This is an optimization exercise on Yosys and OpenROAD, whose aim is small area, not a production implementation.
Only simulation tests tie the RTL to the original design; equivalence was not proved.
The clock port is modelled as an ideal driver; clocking choices that lean on that would not hold on a real chip.
Power figures rest on the tool's default switching activity, not on a simulated workload.

==> inputs of trial 58 <==
==> flow/design.v <==
module davis_240(
input wire clk,
input wire rst,
input wire[8:0]AER_bus,
input wire REQ,
input wire SEL,
input wire ts_load,
input wire [31:0]ts_value,
output wire ACK,
output reg [31:0]data_out,
output reg [31:0]data_out_time
    );
parameter TIMESTAMP_RESOLUTION = 100; 
parameter  X_DELAY_TIME    = 40; 
parameter  Y_DELAY_TIME    = 40;
parameter  X_EXTEND_TIME    = 10;
parameter  Y_EXTEND_TIME    = 10;
parameter  ACK_HOLD_TIME    = 10;
wire [7:0]AER_Y;
wire [8:0]AER_X;
reg ack;
reg [8:0]X_addr_p;
reg [7:0]Y_addr;
reg [31:0] y_delay_counter;
reg [31:0] x_delay_counter;
reg [31:0] ack_hold_counter;
reg [31:0] time_stamp;
reg [31:0] time_register;
parameter WAIT_REQ = 0;
parameter DELAY_Y = 1;
parameter GET_Y = 2;
parameter SEND_ACK = 3;
parameter DELAY_X = 4;
parameter GET_X = 5;
reg [3:0] state;
reg y_done;
reg x_done;
assign ACK = ack;
assign AER_Y[0] = AER_bus[0];
assign AER_Y[1] = AER_bus[1];
assign AER_Y[2] = AER_bus[2];
assign AER_Y[3] = AER_bus[3];
assign AER_Y[4] = AER_bus[4];
assign AER_Y[5] = AER_bus[5];
assign AER_Y[6] = AER_bus[6];
assign AER_Y[7] = AER_bus[7];
assign AER_X[0] = AER_bus[0];
assign AER_X[1] = AER_bus[1];
assign AER_X[2] = AER_bus[2];
assign AER_X[3] = AER_bus[3];
assign AER_X[4] = AER_bus[4];
assign AER_X[5] = AER_bus[5];
assign AER_X[6] = AER_bus[6];
assign AER_X[7] = AER_bus[7];
assign AER_X[8] = AER_bus[8];
reg [6:0]counter;
always@(posedge clk)
begin
    if (rst)
    begin
        counter <= 0;
        time_stamp <= 0;
    end
    else if (ts_load)
    begin
        counter <= 0;
        time_stamp <= ts_value;
    end
    else if (counter == TIMESTAMP_RESOLUTION)
    begin
        counter <= 0;
        time_stamp <= time_stamp + 1;
    end
    else begin counter <= counter + 1; end
end
always @ (posedge clk)
begin
  if (rst) begin
    state <= WAIT_REQ;
    ack <= 1;
    X_addr_p <= 0;
    Y_addr <= 0;
    y_delay_counter <= 0;
    x_delay_counter <= 0;
    ack_hold_counter <= 0;
    time_register <= 0;
    y_done <= 0;
    x_done <= 0;
  end else
  case(state)
    WAIT_REQ : begin
                if (REQ == 0) begin  
                    if (SEL == 0) begin  
                        state <= DELAY_Y;
                    end else begin
                        state <= DELAY_X;
                    end
                end else begin
                    y_done <= 0;
                    x_done <= 0;
                    ack <= 1;
                    state <= WAIT_REQ;
                end
               end
   GET_Y :  begin
                   Y_addr <= AER_Y;
                   state <= SEND_ACK;
            end
   DELAY_Y :  begin
                   if (y_delay_counter == Y_DELAY_TIME) begin
                    y_delay_counter <= 0;
                    state <= GET_Y;
                   end else begin
                    y_delay_counter <= y_delay_counter + 1;
                    state <= DELAY_Y;
                   end
            end
   GET_X : begin
                   X_addr_p <= AER_X;
                   time_register <= time_stamp;
                   x_done <= 1;
                   state <= SEND_ACK;
            end
   DELAY_X :  begin
                   if (x_delay_counter == X_DELAY_TIME) begin
                    x_delay_counter <= 0;
                    state <= GET_X;
                   end else begin
                    x_delay_counter <= x_delay_counter + 1;
                    state <= DELAY_X;
                   end
              end
   SEND_ACK : begin
                  if (ack_hold_counter == ACK_HOLD_TIME) begin
                    ack_hold_counter <= 0;
                    ack <= 0;
                    state <= WAIT_REQ;
                  end else begin
                    ack_hold_counter <= ack_hold_counter + 1;
                    ack <= 0;
                    state <= SEND_ACK;
                  end
                end
   default : begin
                  state <= WAIT_REQ;
             end
  endcase
end
always @(posedge clk)
begin
    if (rst) begin
        data_out <= 0;
        data_out_time <= 0;
    end else if (state == GET_X && !x_done) begin
        data_out[7:0] <= Y_addr;
        data_out[16:8] <= AER_X;
        data_out[31:17] <= 0;
        data_out_time[31:0] <= time_stamp;
    end
end
endmodule
==> flow/run.sh <==
#!/bin/bash
# synth_recipe.tcl (not shown) runs the flow's synth.tcl, then flattens the netlist and writes it again
# the make line also repeats each setting of config.mk as NAME=value (left out here)
make -C /OpenROAD-flow-scripts/flow DESIGN_CONFIG=/design/flow/config.mk WORK_HOME=/design/flow/orfs CLKGATE_MAP_FILE= SYNTH_SCRIPT=/design/flow/synth_recipe.tcl finish
==> flow/config.mk <==
export PLATFORM = sky130hd
export DESIGN_NAME = davis_240
export DESIGN_NICKNAME = davis_240
export VERILOG_FILES = /design/flow/design.v
export SDC_FILE = /design/flow/constraint.sdc
export NUM_CORES = 4
export LEC_CHECK = 0
export CAP_MARGIN = 20
export CORE_MARGIN = 2
export CORE_UTILIZATION = 40
export SLEW_MARGIN = 20
==> flow/constraint.sdc <==
create_clock -name core_clock -period 5.0 [get_ports {clk}]
set_input_delay 1.0000 -clock core_clock [delete_from_list [all_inputs] [get_ports {clk}]]
set_output_delay 1.0000 -clock core_clock [all_outputs]
set_load 0.01 [all_outputs]
==> build 65: changes against trial 58 <==
==> flow/design.v, changed modules only <==
module davis_240_ao22(input wire a, input wire b, input wire c, input wire d, output wire y);
    assign y = (a & b) | (c & d);
endmodule
module davis_240_ha(input wire a, input wire b, output wire s, output wire co);
    assign {co, s} = {1'b0, a} + {1'b0, b};
endmodule
module davis_240(
input wire clk,
input wire rst,
input wire[8:0]AER_bus,
input wire REQ,
input wire SEL,
input wire ts_load,
input wire [31:0]ts_value,
output wire ACK,
output wire [31:0]data_out,
output reg [31:0]data_out_time
    );
reg [6:0] presc;
wire presc_end = (presc[4:0] == 5'b10110);
wire presc_clr = rst | ts_load | presc_end;
wire [6:0] presc_nxt = {presc[5:0], presc[0] ^ presc[6]};
always @(posedge clk)
    presc <= presc_clr ? 7'd18 : presc_nxt;
reg [31:0] time_stamp;
wire e_ld   = ts_load & ~rst;
wire e_keep = ~ts_load & ~rst;
wire [32:0] ts_c;
wire [31:0] ts_s;
wire [31:0] ts_d;
assign ts_c[0] = presc_end;
genvar i;
generate for (i = 0; i < 32; i = i + 1) begin : g_ts
    davis_240_ha u_ha(.a(time_stamp[i]), .b(ts_c[i]), .s(ts_s[i]), .co(ts_c[i+1]));
    davis_240_ao22 u_mx(.a(e_ld), .b(ts_value[i]), .c(e_keep), .d(ts_s[i]), .y(ts_d[i]));
end endgenerate
always @(posedge clk)
    time_stamp <= ts_d;
reg [5:0] st;
reg xsel;
reg ack;
reg x_done;
reg [7:0] y_addr;
reg [16:0] dout;
wire st_wait  = ~st[0] & ~st[3] & ~st[4] & ~st[5];
wire st_get   = (st[4:0] == 5'b00010);           
wire st_send1 = (st[4:0] == 5'b00101);           
wire st_end   = ({st[5], st[3:0]} == 5'b00100);  
wire st_clr   = rst | st_end;
wire go       = st_wait & ~REQ;
wire [5:0] st_nxt = {st[4:3], st[2] | go, st[1:0], st[0] ^ st[5]};
always @(posedge clk)
    st <= st_nxt & {6{~st_clr}};
always @(posedge clk)
    if (st_wait) xsel <= SEL;
wire idle_req = st_wait & REQ;
always @(posedge clk) begin
    ack    <= rst | idle_req | (ack & ~st_send1);
    x_done <= ~rst & ((st_get & xsel) | (x_done & ~idle_req));
end
wire ld_y = st_get & ~xsel;
wire e_y  = ld_y & ~rst;
wire h_y  = ~ld_y & ~rst;
wire [7:0] y_d;
generate for (i = 0; i < 8; i = i + 1) begin : g_y
    davis_240_ao22 u_mx(.a(e_y), .b(AER_bus[i]), .c(h_y), .d(y_addr[i]), .y(y_d[i]));
end endgenerate
always @(posedge clk)
    y_addr <= y_d;
wire ld_o = st_get & xsel & ~x_done;
wire e_o  = ld_o & ~rst;
wire h_o  = ~ld_o & ~rst;
wire [16:0] dout_n = {AER_bus[8:0], y_addr};
wire [16:0] dout_d;
wire [31:0] dot_d;
generate for (i = 0; i < 17; i = i + 1) begin : g_do
    davis_240_ao22 u_mx(.a(e_o), .b(dout_n[i]), .c(h_o), .d(dout[i]), .y(dout_d[i]));
end
for (i = 0; i < 32; i = i + 1) begin : g_dt
    davis_240_ao22 u_mx(.a(e_o), .b(time_stamp[i]), .c(h_o), .d(data_out_time[i]), .y(dot_d[i]));
end endgenerate
always @(posedge clk) begin
    dout <= dout_d;
    data_out_time <= dot_d;
end
assign ACK = ack;
assign data_out = {15'd0, dout};
endmodule
Settings changed: SYNTH_HIERARCHICAL set to 1, SYNTH_MINIMUM_KEEP_SIZE set to 0.
==> out/summary.txt <==
Status: no timing/DRC/antenna violations
RSZ-0062 raised after global routing: no
Top cell type's share of synthesized area: 0.432
Combinational power share: 0.053
Total stage count of the critical path: 5
Hold depth: 2
Clk sinks: 197
Highest Clock Rate: 348 MHz
P_sw: 796 uW
Vias/cell: 5.11
Tot Pwr: 3130 uW
Routability Congestion: 0.768
Register bit total from synthesis: 197
NumNets Final: 1224
Post-detail-place hpwl: 14100 um
the above is filed under trial 58

==> out/summary.txt <==
Status: failed layout checks
Violated checks: setup timing
Worst setup margin: -754 ps
Total stage count of the critical path: 35
Highest Clock Rate: 174 MHz
NumNets Final: 472
RSZ-0062 raised after global routing: yes
Register bit total from synthesis: 105
Top cell type's share of synthesized area: 0.565
Combinational power share: 0.073
Vias/cell: 5.09
P_sw: 362 uW
Final setup violation count: 5
Post-detail-place hpwl: 5470 um
the above is filed under build 65



==> inputs of job 5482 <==
davis_240, a different RTL version from the one above (not shown whole).
==> flow/design.v (excerpt) <==
module davis_240(
input wire clk,
input wire rst,
input wire[8:0]AER_bus,
input wire REQ,
input wire SEL,
input wire ts_load,
input wire [31:0]ts_value,
output wire ACK,
output wire [31:0]data_out,
output reg [31:0]data_out_time
    );
reg [6:0] presc;
wire presc_end = ~presc[5] & ~presc[4] & ~presc[3] & ~presc[2] & ~presc[0];
wire presc_clr = rst | ts_load | presc_end;
wire [6:0] presc_nxt = {presc[5:0], presc[5] ^ presc[6]};
always @(posedge clk)
    presc <= presc_clr ? 7'd100 : presc_nxt;
reg [31:0] time_stamp;
wire e_ld   = ts_load & ~rst;
wire e_keep = ~ts_load & ~rst;
wire [32:0] ts_c;
wire [31:0] ts_s;
wire [31:0] ts_d;
wire lo_ones = &time_stamp[11:0];
assign ts_c[0] = presc_end;
genvar i;
generate for (i = 0; i < 32; i = i + 1) begin : g_ts
    if (i == 11 || i == 31) begin : g_x
        assign ts_s[i] = time_stamp[i] ^ ts_c[i];
        assign ts_c[i+1] = (i == 11) ? (presc_end & lo_ones) : 1'b0;
    end else begin : g_h
        davis_240_ha u_ha(.a(time_stamp[i]), .b(ts_c[i]), .s(ts_s[i]), .co(ts_c[i+1]));
    end
    davis_240_ao22 u_mx(.a(e_ld), .b(ts_value[i]), .c(e_keep), .d(ts_s[i]), .y(ts_d[i]));
end endgenerate
always @(posedge clk)
    time_stamp <= ts_d;
reg [5:0] st;
reg xsel;
reg ack;
reg x_done;
reg [7:0] y_addr;
reg [16:0] dout;
wire st_wait  = ~st[5] & ~st[4] & ~st[3] & ~st[0];
wire st_get   = ~st[4] & ~st[3] & ~st[2] & st[1] & ~st[0];
wire st_send1 = ~st[5] & ~st[4] & ~st[3] & st[2] & ~st[1];
wire st_end   = ~st[5] & ~st[3] & st[2] & ~st[1] & ~st[0];
wire st_clr   = rst | st_end;
wire go       = st_wait & ~REQ;
  ...
==> module davis_240, before the edit <==
module davis_240(
input wire clk,
input wire rst,
input wire[8:0]AER_bus,
input wire REQ,
input wire SEL,
input wire ts_load,
input wire [31:0]ts_value,
output wire ACK,
output wire [31:0]data_out,
output reg [31:0]data_out_time
    );
reg [6:0] presc;
wire presc_end = ~presc[5] & ~presc[4] & ~presc[3] & ~presc[2] & ~presc[0];
wire presc_clr = rst | ts_load | presc_end;
wire [6:0] presc_nxt = {presc[5:0], presc[5] ^ presc[6]};
always @(posedge clk)
    presc <= presc_clr ? 7'd100 : presc_nxt;
reg [31:0] time_stamp;
wire e_ld   = ts_load & ~rst;
wire e_keep = ~ts_load & ~rst;
wire [32:0] ts_c;
wire [31:0] ts_s;
wire [31:0] ts_d;
wire lo_ones = &time_stamp[11:0];
assign ts_c[0] = presc_end;
genvar i;
generate for (i = 0; i < 32; i = i + 1) begin : g_ts
    if (i == 11 || i == 31) begin : g_x
        assign ts_s[i] = time_stamp[i] ^ ts_c[i];
        assign ts_c[i+1] = (i == 11) ? (presc_end & lo_ones) : 1'b0;
    end else begin : g_h
        davis_240_ha u_ha(.a(time_stamp[i]), .b(ts_c[i]), .s(ts_s[i]), .co(ts_c[i+1]));
    end
    davis_240_ao22 u_mx(.a(e_ld), .b(ts_value[i]), .c(e_keep), .d(ts_s[i]), .y(ts_d[i]));
end endgenerate
always @(posedge clk)
    time_stamp <= ts_d;
reg [5:0] st;
reg xsel;
reg ack;
reg x_done;
reg [7:0] y_addr;
reg [16:0] dout;
wire st_wait  = ~st[5] & ~st[4] & ~st[3] & ~st[0];
wire st_get   = ~st[4] & ~st[3] & ~st[2] & st[1] & ~st[0];
wire st_send1 = ~st[5] & ~st[4] & ~st[3] & st[2] & ~st[1];
wire st_end   = ~st[5] & ~st[3] & st[2] & ~st[1] & ~st[0];
wire st_clr   = rst | st_end;
wire go       = st_wait & ~REQ;
wire [5:0] st_nxt = {st[4], st[3], (st[2]) | go, st[1], st[0], st[0] ^ st[5]};
always @(posedge clk)
    st <= st_nxt & {6{~st_clr}};
always @(posedge clk)
    if (st_wait) xsel <= SEL;
wire idle_req = st_wait & REQ;
always @(posedge clk) begin
    ack    <= rst | idle_req | (ack & ~st_send1);
    x_done <= ~rst & ((st_get & xsel) | (x_done & ~idle_req));
end
wire ld_y = st_get & ~xsel;
wire e_y  = ld_y & ~rst;
wire h_y  = ~ld_y & ~rst;
wire [7:0] y_d;
generate for (i = 0; i < 8; i = i + 1) begin : g_y
    davis_240_ao22 u_mx(.a(e_y), .b(AER_bus[i]), .c(h_y), .d(y_addr[i]), .y(y_d[i]));
end endgenerate
always @(posedge clk)
    y_addr <= y_d;
wire ld_o = st_get & xsel & ~x_done;
wire e_o  = ld_o & ~rst;
wire h_o  = ~ld_o & ~rst;
wire [16:0] dout_n = {AER_bus[8:0], y_addr};
wire [16:0] dout_d;
wire [31:0] dot_d;
generate for (i = 0; i < 17; i = i + 1) begin : g_do
    davis_240_ao22 u_mx(.a(e_o), .b(dout_n[i]), .c(h_o), .d(dout[i]), .y(dout_d[i]));
end
for (i = 0; i < 32; i = i + 1) begin : g_dt
    davis_240_ao22 u_mx(.a(e_o), .b(time_stamp[i]), .c(h_o), .d(data_out_time[i]), .y(dot_d[i]));
end endgenerate
always @(posedge clk) begin
    dout <= dout_d;
    data_out_time <= dot_d;
end
assign ACK = ack;
assign data_out = {15'd0, dout};
endmodule
==> flow/config.mk <==
export PLATFORM = sky130hd
export DESIGN_NAME = davis_240
export DESIGN_NICKNAME = davis_240
export VERILOG_FILES = /design/flow/design.v
export SDC_FILE = /design/flow/constraint.sdc
export NUM_CORES = 4
export LEC_CHECK = 0
export CAP_MARGIN = 0
export CORE_MARGIN = 2
export CORE_UTILIZATION = 70
export SLEW_MARGIN = 0
export SYNTH_HIERARCHICAL = 1
export SYNTH_MINIMUM_KEEP_SIZE = 0
==> flow/constraint.sdc <==
create_clock -name core_clock -period 5.0 [get_ports {clk}]
set_input_delay 1.0000 -clock core_clock [delete_from_list [all_inputs] [get_ports {clk}]]
set_output_delay 1.0000 -clock core_clock [all_outputs]
set_load 0.01 [all_outputs]
standard.sh (not shown) runs the stock make flow with config.mk's settings and CLKGATE_MAP_FILE= SYNTH_SCRIPT=/design/flow/synth_recipe.tcl, a recipe that flattens the netlist after the stock synthesis.
==> flow/flow/run.sh <==
#!/bin/bash
# Own layout flow: the standard ORFS flow, with
#  - port buffers of the smallest buffer cell (buf_1) instead of the default choice,
#  - one tie cell for all constant outputs,
#  - logic gates set back to drive strength 1 before placement (flow/downsize.tcl),
#  - a clock tree without dummy loads whose buffers are then shrunk while the
#    register clock-pin slew stays low (flow/clk_shrink.tcl).
set -euo pipefail
here=$(pwd)
export CLK_SLEW_LIMIT=0.110
bash standard.sh \
  "BUFFER_PORTS_ARGS=-buffer_cell sky130_fd_sc_hd__buf_1" \
  "SKIP_REPAIR_TIE_FANOUT=1" \
  "PRE_GLOBAL_PLACE_TCL=$here/flow/downsize.tcl" \
  "POST_CTS_TCL=$here/flow/clk_shrink.tcl" \
  "CTS_ARGS=-sink_clustering_enable -repair_clock_nets -dont_use_dummy_load -buf_list sky130_fd_sc_hd__clkbuf_8 -root_buf sky130_fd_sc_hd__clkbuf_8" \
  finish > flow_make.log 2>&1
==> flow/flow/clk_shrink.tcl <==
# Shrink clock buffers (to smaller clock buffers or buf_6) while the worst register clock-pin slew stays under a limit.
proc my_worst_clk_slew {} {
  set worst 0
  foreach pin [get_pins -hierarchical */CLK] {
    set s [get_property $pin slew_max]
    if {$s > $worst} { set worst $s }
  }
  return $worst
}
set limit [expr {[info exists ::env(CLK_SLEW_LIMIT)] ? $::env(CLK_SLEW_LIMIT) : 0.100}]
estimate_parasitics -placement
puts "clock slew before shrink: [my_worst_clk_slew]"
set bufs {}
foreach inst [[ord::get_db_block] getInsts] {
  if {[string match "sky130_fd_sc_hd__clkbuf_*" [[$inst getMaster] getName]]} { lappend bufs [$inst getName] }
}
# leaves first, the root last
foreach pass {1 2} {
foreach name $bufs {
  set inst [get_cells $name]
  set orig [get_property [get_lib_cells -of_objects $inst] name]
  foreach cell {sky130_fd_sc_hd__clkbuf_1 sky130_fd_sc_hd__clkbuf_2 sky130_fd_sc_hd__clkbuf_4 sky130_fd_sc_hd__buf_6 sky130_fd_sc_hd__clkbuf_8} {
    if {$cell eq $orig} break
    replace_cell $inst $cell
    estimate_parasitics -placement
    if {[my_worst_clk_slew] <= $limit} {
      puts "clock buffer $name: $orig -> $cell"
      break
    }
    replace_cell $inst $orig
    estimate_parasitics -placement
  }
}
}
puts "clock slew after shrink: [my_worst_clk_slew]"
==> flow/flow/downsize.tcl <==
# Before global placement: put every logic gate synthesis sized up back to its
# drive-strength-1 variant; the flow's repair_design then sizes or buffers only
# where slew or capacitance needs it.
foreach inst [[ord::get_db_block] getInsts] {
  set m [[$inst getMaster] getName]
  if {![regexp {^(sky130_fd_sc_hd__[a-z0-9]+)_([0-9]+)$} $m -> base drive]} continue
  if {$drive <= 1} continue
  if {[regexp {__(df|edf|sdf|dl|clk|buf|tap|fill|decap|conb)} $base]} continue
  set small ${base}_1
  if {[[ord::get_db] findMaster $small] eq "NULL"} continue
  replace_cell [get_cells [$inst getName]] $small
  puts "downsize [$inst getName]: $m -> $small"
}
==> job 3665: changes against job 5482 <==
--- a/flow/design.v
+++ b/flow/design.v
@@ -18,9 +18,9 @@
     );
 reg [6:0] presc;
-wire presc_end = ~presc[5] & ~presc[4] & ~presc[3] & ~presc[2] & ~presc[0];
+wire presc_end = (presc[4:0] == 5'b10110);
 wire presc_clr = rst | ts_load | presc_end;
-wire [6:0] presc_nxt = {presc[5:0], presc[5] ^ presc[6]};
+wire [6:0] presc_nxt = {presc[5:0], presc[0] ^ presc[6]};
 always @(posedge clk)
-    presc <= presc_clr ? 7'd100 : presc_nxt;
+    presc <= presc_clr ? 7'd18 : presc_nxt;
 reg [31:0] time_stamp;
 wire e_ld   = ts_load & ~rst;
@@ -29,11 +29,11 @@
 wire [31:0] ts_s;
 wire [31:0] ts_d;
-wire lo_ones = &time_stamp[11:0];
+wire lo_ones = &time_stamp[15:0];
 assign ts_c[0] = presc_end;
 genvar i;
 generate for (i = 0; i < 32; i = i + 1) begin : g_ts
-    if (i == 11 || i == 31) begin : g_x
+    if (i == 15 || i == 31) begin : g_x
         assign ts_s[i] = time_stamp[i] ^ ts_c[i];
-        assign ts_c[i+1] = (i == 11) ? (presc_end & lo_ones) : 1'b0;
+        assign ts_c[i+1] = (i == 15) ? (presc_end & lo_ones) : 1'b0;
     end else begin : g_h
         davis_240_ha u_ha(.a(time_stamp[i]), .b(ts_c[i]), .s(ts_s[i]), .co(ts_c[i+1]));
@@ -49,11 +49,11 @@
 reg [7:0] y_addr;
 reg [16:0] dout;
-wire st_wait  = ~st[5] & ~st[4] & ~st[3] & ~st[0];
-wire st_get   = ~st[4] & ~st[3] & ~st[2] & st[1] & ~st[0];
-wire st_send1 = ~st[5] & ~st[4] & ~st[3] & st[2] & ~st[1];
-wire st_end   = ~st[5] & ~st[3] & st[2] & ~st[1] & ~st[0];
+wire st_wait  = ~st[0] & ~st[3] & ~st[4] & ~st[5];
+wire st_get   = (st[4:0] == 5'b00010);           
+wire st_send1 = (st[4:0] == 5'b00101);           
+wire st_end   = ({st[5], st[3:0]} == 5'b00100);  
 wire st_clr   = rst | st_end;
 wire go       = st_wait & ~REQ;
-wire [5:0] st_nxt = {st[4], st[3], (st[2]) | go, st[1], st[0], st[0] ^ st[5]};
+wire [5:0] st_nxt = {st[4:3], st[2] | go, st[1:0], st[0] ^ st[5]};
 always @(posedge clk)
     st <= st_nxt & {6{~st_clr}};
==> flow/flow/run.sh (replaced) <==
#!/bin/bash
# Own layout flow: the standard ORFS flow, with
#  - port buffers of the smallest buffer cell (buf_1) instead of the default choice,
#  - one tie cell for all constant outputs,
#  - a clock tree of small clock buffers without dummy loads.
set -euo pipefail
bash standard.sh \
  "BUFFER_PORTS_ARGS=-buffer_cell sky130_fd_sc_hd__buf_1" \
  "SKIP_REPAIR_TIE_FANOUT=1" \
  "CTS_ARGS=-sink_clustering_enable -repair_clock_nets -dont_use_dummy_load -buf_list sky130_fd_sc_hd__clkbuf_4 -root_buf sky130_fd_sc_hd__clkbuf_8" \
  finish > flow_make.log 2>&1
removed: flow/flow/clk_shrink.tcl
removed: flow/flow/downsize.tcl
==> job 5292: changes against job 5482 <==
--- a/flow/design.v
+++ b/flow/design.v
@@ -18,9 +18,9 @@
     );
 reg [6:0] presc;
-wire presc_end = ~presc[5] & ~presc[4] & ~presc[3] & ~presc[2] & ~presc[0];
+wire presc_end = (presc[4:0] == 5'b10110);
 wire presc_clr = rst | ts_load | presc_end;
-wire [6:0] presc_nxt = {presc[5:0], presc[5] ^ presc[6]};
+wire [6:0] presc_nxt = {presc[5:0], presc[0] ^ presc[6]};
 always @(posedge clk)
-    presc <= presc_clr ? 7'd100 : presc_nxt;
+    presc <= presc_clr ? 7'd18 : presc_nxt;
 reg [31:0] time_stamp;
 wire e_ld   = ts_load & ~rst;
@@ -29,11 +29,11 @@
 wire [31:0] ts_s;
 wire [31:0] ts_d;
-wire lo_ones = &time_stamp[11:0];
+wire lo_ones = &time_stamp[15:0];
 assign ts_c[0] = presc_end;
 genvar i;
 generate for (i = 0; i < 32; i = i + 1) begin : g_ts
-    if (i == 11 || i == 31) begin : g_x
+    if (i == 15 || i == 31) begin : g_x
         assign ts_s[i] = time_stamp[i] ^ ts_c[i];
-        assign ts_c[i+1] = (i == 11) ? (presc_end & lo_ones) : 1'b0;
+        assign ts_c[i+1] = (i == 15) ? (presc_end & lo_ones) : 1'b0;
     end else begin : g_h
         davis_240_ha u_ha(.a(time_stamp[i]), .b(ts_c[i]), .s(ts_s[i]), .co(ts_c[i+1]));
@@ -49,11 +49,11 @@
 reg [7:0] y_addr;
 reg [16:0] dout;
-wire st_wait  = ~st[5] & ~st[4] & ~st[3] & ~st[0];
-wire st_get   = ~st[4] & ~st[3] & ~st[2] & st[1] & ~st[0];
-wire st_send1 = ~st[5] & ~st[4] & ~st[3] & st[2] & ~st[1];
-wire st_end   = ~st[5] & ~st[3] & st[2] & ~st[1] & ~st[0];
+wire st_wait  = ~st[0] & ~st[3] & ~st[4] & ~st[5];
+wire st_get   = (st[4:0] == 5'b00010);           
+wire st_send1 = (st[4:0] == 5'b00101);           
+wire st_end   = ({st[5], st[3:0]} == 5'b00100);  
 wire st_clr   = rst | st_end;
 wire go       = st_wait & ~REQ;
-wire [5:0] st_nxt = {st[4], st[3], (st[2]) | go, st[1], st[0], st[0] ^ st[5]};
+wire [5:0] st_nxt = {st[4:3], st[2] | go, st[1:0], st[0] ^ st[5]};
 always @(posedge clk)
     st <= st_nxt & {6{~st_clr}};
==> flow/flow/run.sh (replaced) <==
#!/bin/bash
# Own layout flow: the standard ORFS flow, with
#  - port buffers of the smallest buffer cell (buf_1) instead of the default choice,
#  - a clock tree of small clock buffers without dummy loads.
set -euo pipefail
bash standard.sh \
  "BUFFER_PORTS_ARGS=-buffer_cell sky130_fd_sc_hd__buf_1" \
  "CTS_ARGS=-sink_clustering_enable -repair_clock_nets -dont_use_dummy_load -buf_list sky130_fd_sc_hd__clkbuf_8 -root_buf sky130_fd_sc_hd__clkbuf_8" \
  finish > flow_make.log 2>&1
--- a/flow/config.mk
+++ b/flow/config.mk
@@ -6,8 +6,8 @@
 export NUM_CORES = 4
 export LEC_CHECK = 0
-export CAP_MARGIN = 0
+export CAP_MARGIN = 20
 export CORE_MARGIN = 2
-export CORE_UTILIZATION = 70
-export SLEW_MARGIN = 0
+export CORE_UTILIZATION = 40
+export SLEW_MARGIN = 20
 export SYNTH_HIERARCHICAL = 1
 export SYNTH_MINIMUM_KEEP_SIZE = 0
removed: flow/flow/clk_shrink.tcl
removed: flow/flow/downsize.tcl
==> results.txt <==
status=complete, no violations; Non-clk bufs=slightly below 100; CP arrival=4.13 ns; Syn Area/Cell=between 10 and 15 um^2; Vias/cell=5.91; Reg area=between 2000 and 2500 um^2; fin util=0.822
[end of results for job 3665]
==> results.txt <==
Vias/cell=5.89; Syn Area/Cell=around 13 um^2; fin util=0.827; CP arrival=5.18 ns; Non-clk bufs=98; status=complete, no violations
[end of results for job 5482]
==> results.txt <==
Reg area=roughly 2100 um^2; Seq/Total Area, Yosys=0.570; fin util=0.473; status=complete, no violations; Syn Area/Cell=12.9 um^2
[end of results for job 5292]

[separate check: timing with driven ports]
The results above use ideal ports. As a check the final layouts listed here were re-extracted and re-timed, cells and wires unchanged.
Step 1, drivers: a clkbuf_16 drives clk and a buf_2 each remaining input, both assumed.
Step 2 times the ports against the registers' clock, not the clock port: input delays grow and output delays shrink by t, the midpoint of the rising clock arrivals with the driver on.
a / b / c = ideal / step 1 / step 2; a / b = the first two.
run | shift t [ns] | slack for setup (ns) | latest minus earliest clock arrival (ns)
trial 58 | 0.484 | 2.125 / 2.152 / 1.667 | 0.020 / 0.021
build 65 | 0.383 | -0.754 / -0.754 / -0.754 | 0.014 / 0.014
job 5482 | 0.535 | 0.190 / 0.190 / 0.190 | 0.081 / 0.080
job 3665 | 0.372 | 1.119 / 1.119 / 1.119 | 0.015 / 0.016
job 5292 | 0.376 | 1.129 / 1.129 / 1.129 | 0.030 / 0.030
For trial 58, which loses most, drivers alone change the setup slack by +0.027 ns; drivers and shift together by -0.458 ns.
